What follows belongs to an exercise in optimizing a design on an open flow for small area; a production flow would make more cautious choices.

== oak ==
## Median_Filter
module Median_Filter #(
    parameter WIDTH  = 32,
    parameter HEIGHT = 24
)(
    output wire [7:0] median_pixel,
    output wire       out_valid,
    input  wire [7:0] pixel_in,
    input  wire       in_valid,
    input  wire       rst,
    input  wire       clk
);
    localparam N = 2 * WIDTH + 1;
    reg  [7:0] sr [0:N-1];
    integer i;
    always @(posedge clk)
        if (in_valid) begin
            sr[0] <= pixel_in;
            for (i = 1; i < N; i = i + 1) sr[i] <= sr[i-1];
        end
    reg  [$clog2(WIDTH)-1:0]  col;
    reg  [$clog2(HEIGHT)-1:0] row;
    reg                       primed;    
    reg                       valid0, valid1, valid2;
    wire last_col = (col == WIDTH - 1);
    always @(posedge clk) begin
        if (rst) begin
            col    <= 0;
            row    <= 0;
            primed <= 1'b0;
            valid0 <= 1'b0;
            valid1 <= 1'b0;
            valid2 <= 1'b0;
        end else begin
            valid0 <= in_valid & primed;
            valid1 <= valid0;
            valid2 <= valid1;
            if (in_valid) begin
                col <= col + 1'b1;
                if (last_col) row <= (row == HEIGHT - 1) ? 0 : row + 1'b1;
                if (row == 1 && col == 0) primed <= 1'b1;
            end
        end
    end
    wire ntop = (row == 1);
    wire nbot = (row == 0);
    wire [7:0] na = sr[2*WIDTH-1], nb = sr[WIDTH-1], nc = pixel_in;
    reg  le_ab;
    wire le_ab_d, le_bc, le_ac;
    Le_8bits Cab(.le(le_ab_d), .a(sr[2*WIDTH-2]), .b(sr[WIDTH-2]));
    always @(posedge clk)
        if (in_valid) le_ab <= le_ab_d;
  ...
For scale: roughly 1,100 cells after synthesis, about 630 flip-flops, ~20 I/O pins.
==> module Le_fast_8bits, before the edit <==
module Le_fast_8bits(output wire le, input wire [7:0] a, input wire [7:0] b);
    wire [7:0] e = ~(a ^ b), l = ~a & b;
    wire [8:0] r;
    assign r[0] = 1'b1;
    genvar i;
    generate for (i = 0; i < 8; i = i + 1) begin : g
        assign r[i+1] = l[i] | (e[i] & r[i]);
    end endgenerate
    assign le = r[8];
endmodule
==> module Median_Finder_9inputs_8bits, before the edit <==
module Median_Finder_9inputs_8bits(
    output wire [7:0] med,
    input  wire [7:0] x, y, z
);
    wire xy, yz, xz;
    wire [2:0] smin, smid, smax;
    Le_fast_8bits Cxy(.le(xy), .a(x), .b(y));
    Le_fast_8bits Cyz(.le(yz), .a(y), .b(z));
    Le_fast_8bits Cxz(.le(xz), .a(x), .b(z));
    Order3 Ord(.sel_min(smin), .sel_mid(smid), .sel_max(smax),
                     .xab(xy), .xbc(yz), .xac(xz));
    Sel3_8bits Mux(.y(med), .s(smid), .a(x), .b(y), .c(z));
endmodule
==> module Median_Filter, before the edit <==
module Median_Filter #(
    parameter WIDTH  = 32,
    parameter HEIGHT = 24
)(
    output wire [7:0] median_pixel,
    output wire       out_valid,
    input  wire [7:0] pixel_in,
    input  wire       in_valid,
    input  wire       rst,
    input  wire       clk
);
    localparam N = 2 * WIDTH + 1;
    reg  [7:0] sr [0:N-1];
    integer i;
    always @(posedge clk)
        if (in_valid) begin
            sr[0] <= pixel_in;
            for (i = 1; i < N; i = i + 1) sr[i] <= sr[i-1];
        end
    reg  [$clog2(WIDTH)-1:0]  col;
    reg  [$clog2(HEIGHT)-1:0] row;
    reg                       primed;    
    reg                       valid0, valid1, valid2;
    wire last_col = (col == WIDTH - 1);
    always @(posedge clk) begin
        if (rst) begin
            col    <= 0;
            row    <= 0;
            primed <= 1'b0;
            valid0 <= 1'b0;
            valid1 <= 1'b0;
            valid2 <= 1'b0;
        end else begin
            valid0 <= in_valid & primed;
            valid1 <= valid0;
            valid2 <= valid1;
            if (in_valid) begin
                col <= col + 1'b1;
                if (last_col) row <= (row == HEIGHT - 1) ? 0 : row + 1'b1;
                if (row == 1 && col == 0) primed <= 1'b1;
            end
        end
    end
    wire ntop = (row == 1);
    wire nbot = (row == 0);
    wire [7:0] na = sr[2*WIDTH-1], nb = sr[WIDTH-1], nc = pixel_in;
    reg  le_ab;
    wire le_ab_d, le_bc, le_ac;
    Le_8bits Cab(.le(le_ab_d), .a(sr[2*WIDTH-2]), .b(sr[WIDTH-2]));
    always @(posedge clk)
        if (in_valid) le_ab <= le_ab_d;
    Le_8bits Cbc(.le(le_bc), .a(nb), .b(nc));
    Le_8bits Cac(.le(le_ac), .a(na), .b(nc));
    wire nxab = ntop | le_ab;
    wire nxbc = ~nbot & le_bc;
    wire nxac = ntop | (~nbot & le_ac);
    reg ptop, pbot, moved;
    reg [2:0] qx;
    always @(posedge clk) begin
        if (in_valid) begin
            ptop <= ntop;
            pbot <= nbot;
            qx   <= {~(nxab ^ nxbc), nxab ^ nxac, nxab};
        end
        moved <= in_valid;
    end
    wire [7:0] qa = sr[2*WIDTH], qb = sr[WIDTH], qc = sr[0];
    wire [2:0] qs_min, qs_mid, qs_max;
    Ascending_Sorter_3inputs_8bits OQ(.sel_min(qs_min), .sel_mid(qs_mid), .sel_max(qs_max),
                                      .xab(qx[0]), .ma(qx[1]), .mb(qx[2]));
    wire [7:0] q_min, q_mid, q_max;
    Sel3_8bits SQn(.y(q_min), .s(qs_min & {~pbot, 1'b1, ~ptop}), .a(qa), .b(qb), .c(qc));
    Sel3_8bits SQd(.y(q_mid), .s(qs_mid), .a(qa), .b(qb), .c(qc));
    Sel3_8bits SQx(.y(q_max), .s(qs_max), .a(qa), .b(qb), .c(qc));
    reg [7:0] r_min, r_mid, r_max, m_min, m_mid, m_max, l_min, l_mid, l_max;
    always @(posedge clk) begin
        r_min <= q_min;  r_mid <= q_mid;  r_max <= q_max;
        if (moved) begin
            m_min <= r_min;  m_mid <= r_mid;  m_max <= r_max;
            l_min <= m_min;  l_mid <= m_mid;  l_max <= m_max;
        end
    end
    wire n_mr_d, n_lr_d, d_mr_d, d_lr_d, x_mr_d, x_lr_d;
    Le_8bits Cn1(.le(n_mr_d), .a(r_min), .b(q_min));
    Le_8bits Cn2(.le(n_lr_d), .a(m_min), .b(q_min));
    Le_8bits Cd1(.le(d_mr_d), .a(r_mid), .b(q_mid));
    Le_8bits Cd2(.le(d_lr_d), .a(m_mid), .b(q_mid));
    Le_8bits Cx1(.le(x_mr_d), .a(r_max), .b(q_max));
    Le_8bits Cx2(.le(x_lr_d), .a(m_max), .b(q_max));
    wire lmask = (col == 2);            
    wire rmask = (col == 1);            
    reg n_mr, d_mr, x_mr;
    wire [2:0] nmin, nmid, nmax, dmin, dmid, dmax, xmin, xmid, xmax;
    Order3 ON(.sel_min(nmin), .sel_mid(nmid), .sel_max(nmax),
        .xab(lmask | n_mr), .xbc(~rmask & n_mr_d), .xac(lmask | (~rmask & n_lr_d)));
    Order3 OD(.sel_min(dmin), .sel_mid(dmid), .sel_max(dmax),
        .xab(lmask | d_mr), .xbc(~rmask & d_mr_d), .xac(lmask | (~rmask & d_lr_d)));
    Order3 OX(.sel_min(xmin), .sel_mid(xmid), .sel_max(xmax),
        .xab(lmask | x_mr), .xbc(~rmask & x_mr_d), .xac(lmask | (~rmask & x_lr_d)));
    reg [2:0] s_n, s_d, s_x;
    always @(posedge clk)
        if (moved) begin
            n_mr <= n_mr_d;  d_mr <= d_mr_d;  x_mr <= x_mr_d;
            s_n  <= nmax;
            s_d  <= dmid;
            s_x  <= xmin & {~rmask, 1'b1, ~lmask};
        end
    wire [7:0] max_of_min, mid_of_mid, min_of_max;
    Sel3_8bits SN(.y(max_of_min), .s(s_n), .a(l_min), .b(m_min), .c(r_min));
    Sel3_8bits SD(.y(mid_of_mid), .s(s_d), .a(l_mid), .b(m_mid), .c(r_mid));
    Sel3_8bits SX(.y(min_of_max), .s(s_x), .a(l_max), .b(m_max), .c(r_max));
    wire [7:0] med;
    Median_Finder_9inputs_8bits Kernel(.med(med), .x(max_of_min), .y(mid_of_mid), .z(min_of_max));
    reg [7:0] med_q;
    always @(posedge clk) med_q <= med;
    assign median_pixel = med_q;
    assign out_valid    = valid2;
endmodule
==> flow/config.mk <==
export PLATFORM = sky130hd
export DESIGN_NAME = Median_Filter
export DESIGN_NICKNAME = Median_Filter
export VERILOG_FILES = /design/flow/design.v
export SDC_FILE = /design/flow/constraint.sdc
export NUM_CORES = 4
export LEC_CHECK = 0
export CAP_MARGIN = 20
export CORE_MARGIN = 2
export CORE_UTILIZATION = 65
export CTS_BUF_LIST = sky130_fd_sc_hd__clkbuf_16
export CTS_CLUSTER_DIAMETER = 60
export CTS_CLUSTER_SIZE = 25
export SLEW_MARGIN = 20
==> flow/constraint.sdc <==
create_clock -name core_clock -period 2.8 [get_ports {clk}]
set_input_delay 0.5600 -clock core_clock [delete_from_list [all_inputs] [get_ports {clk}]]
set_output_delay 0.5600 -clock core_clock [all_outputs]
set_load 0.01 [all_outputs]
standard.sh (not shown) runs the stock make flow with config.mk's settings and CLKGATE_MAP_FILE= SYNTH_SCRIPT=/design/flow/synth_recipe.tcl, a recipe that flattens the netlist after the stock synthesis.
==> flow/flow/run.sh <==
#!/bin/bash
# The standard layout (standard.sh) with two changes: every port still gets
# its own buffer, but a plain buf_1; and clock tree synthesis clusters the
# flip-flops under clkbuf_8 leaf buffers and adds no dummy loads. The make
# output goes to standard.log; each tool's own log is under orfs/logs/.
set -euo pipefail
export BUFFER_PORTS_ARGS="-buffer_cell sky130_fd_sc_hd__buf_1"
export CTS_ARGS="-sink_clustering_enable -repair_clock_nets -sink_clustering_size 18 -sink_clustering_max_diameter 50 -sink_clustering_buffer sky130_fd_sc_hd__clkbuf_8 -buf_list sky130_fd_sc_hd__clkbuf_16 -dont_use_dummy_load"
bash standard.sh > standard.log 2>&1
oak had finished all stages when the layout checks came back failing, citing negative setup slack.
## Diff of input files: pine against oak
--- a/flow/design.v
+++ b/flow/design.v
@@ -32,33 +32,23 @@
             assign g4[i] = g2[2*i+1] | (~l2[2*i+1] & g2[2*i]);
         end
     endgenerate
     assign le = ~(g4[1] | (~l4[1] & g4[0]));
 endmodule
-module Le_fast_8bits(output wire le, input wire [7:0] a, input wire [7:0] b);
-    wire [7:0] e = ~(a ^ b), l = ~a & b;
-    wire [8:0] r;
-    assign r[0] = 1'b1;
-    genvar i;
-    generate for (i = 0; i < 8; i = i + 1) begin : g
-        assign r[i+1] = l[i] | (e[i] & r[i]);
-    end endgenerate
-    assign le = r[8];
-endmodule
 module Sel3_8bits(output wire [7:0] y, input wire [2:0] s,
                   input wire [7:0] a, input wire [7:0] b, input wire [7:0] c);
     assign y = ({8{s[0]}} & a) | ({8{s[1]}} & b) | ({8{s[2]}} & c);
 endmodule
 module Median_Finder_9inputs_8bits(
     output wire [7:0] med,
     input  wire [7:0] x, y, z
 );
     wire xy, yz, xz;
     wire [2:0] smin, smid, smax;
-    Le_fast_8bits Cxy(.le(xy), .a(x), .b(y));
-    Le_fast_8bits Cyz(.le(yz), .a(y), .b(z));
-    Le_fast_8bits Cxz(.le(xz), .a(x), .b(z));
+    Le_8bits Cxy(.le(xy), .a(x), .b(y));
+    Le_8bits Cyz(.le(yz), .a(y), .b(z));
+    Le_8bits Cxz(.le(xz), .a(x), .b(z));
     Order3 Ord(.sel_min(smin), .sel_mid(smid), .sel_max(smax),
                      .xab(xy), .xbc(yz), .xac(xz));
     Sel3_8bits Mux(.y(med), .s(smid), .a(x), .b(y), .c(z));
 endmodule
 module Median_Filter #(
@@ -105,15 +95,12 @@
         end
     end
     wire ntop = (row == 1);
     wire nbot = (row == 0);
     wire [7:0] na = sr[2*WIDTH-1], nb = sr[WIDTH-1], nc = pixel_in;
-    reg  le_ab;
-    wire le_ab_d, le_bc, le_ac;
-    Le_8bits Cab(.le(le_ab_d), .a(sr[2*WIDTH-2]), .b(sr[WIDTH-2]));
-    always @(posedge clk)
-        if (in_valid) le_ab <= le_ab_d;
+    wire le_ab, le_bc, le_ac;
+    Le_8bits Cab(.le(le_ab), .a(na), .b(nb));
     Le_8bits Cbc(.le(le_bc), .a(nb), .b(nc));
     Le_8bits Cac(.le(le_ac), .a(na), .b(nc));
     wire nxab = ntop | le_ab;
     wire nxbc = ~nbot & le_bc;
     wire nxac = ntop | (~nbot & le_ac);
==> results.txt <==
[pine] flow finished | final checks: failed | reasons: negative setup slack. Sort oak and pine by core footprint, ascending, and pine comes first. oak → pine: fraction of standard cell area in multi-input logic decreased by 1.0 points relative to the old numbers; fraction of the mapped netlist area in simple logic gates now larger. Comparing oak with pine, the final instance count without filler cells came out essentially unchanged. From oak to pine the numbers moved as follows: number of input and output port buffers inserted roughly the same; count of clock-buffer cells in the layout went down by 1. Unique cell type count in the Yosys netlist in pine vs oak: up 6.5%.
No functional check of the RTL was part of any run of this note.

static timing again, ports no longer ideal:
No port has a modelled driver above. Below, the same layouts with a new extraction and two added sets of constraints.
Step 1 (the two cells are an assumption about what drives the block):
set clk [get_ports {clk}]
set_driving_cell -lib_cell sky130_fd_sc_hd__clkbuf_16 $clk
set_driving_cell -lib_cell sky130_fd_sc_hd__buf_2 [delete_from_list [all_inputs] $clk]
Step 2 also shifts input and output timing later by t, the mid clock arrival at the registers, as if the neighbouring blocks saw the same clock.
Slacks: ideal ports / drivers / drivers and shift; pairs: ideal ports / drivers.
run | shift t [ns] | slack for setup (ns) | hold WS [ns] | clock arrival spread, ns
oak | 0.582 | -0.186 / -0.186 / -0.218 | 0.216 / 0.222 / 0.388 | 0.065 / 0.064
pine | 0.560 | -0.349 / -0.349 / -0.349 | 0.263 / 0.273 / 0.395 | 0.080 / 0.080
For oak, which loses most, drivers alone change the setup slack by 0.000 ns; drivers and shift together by -0.032 ns.
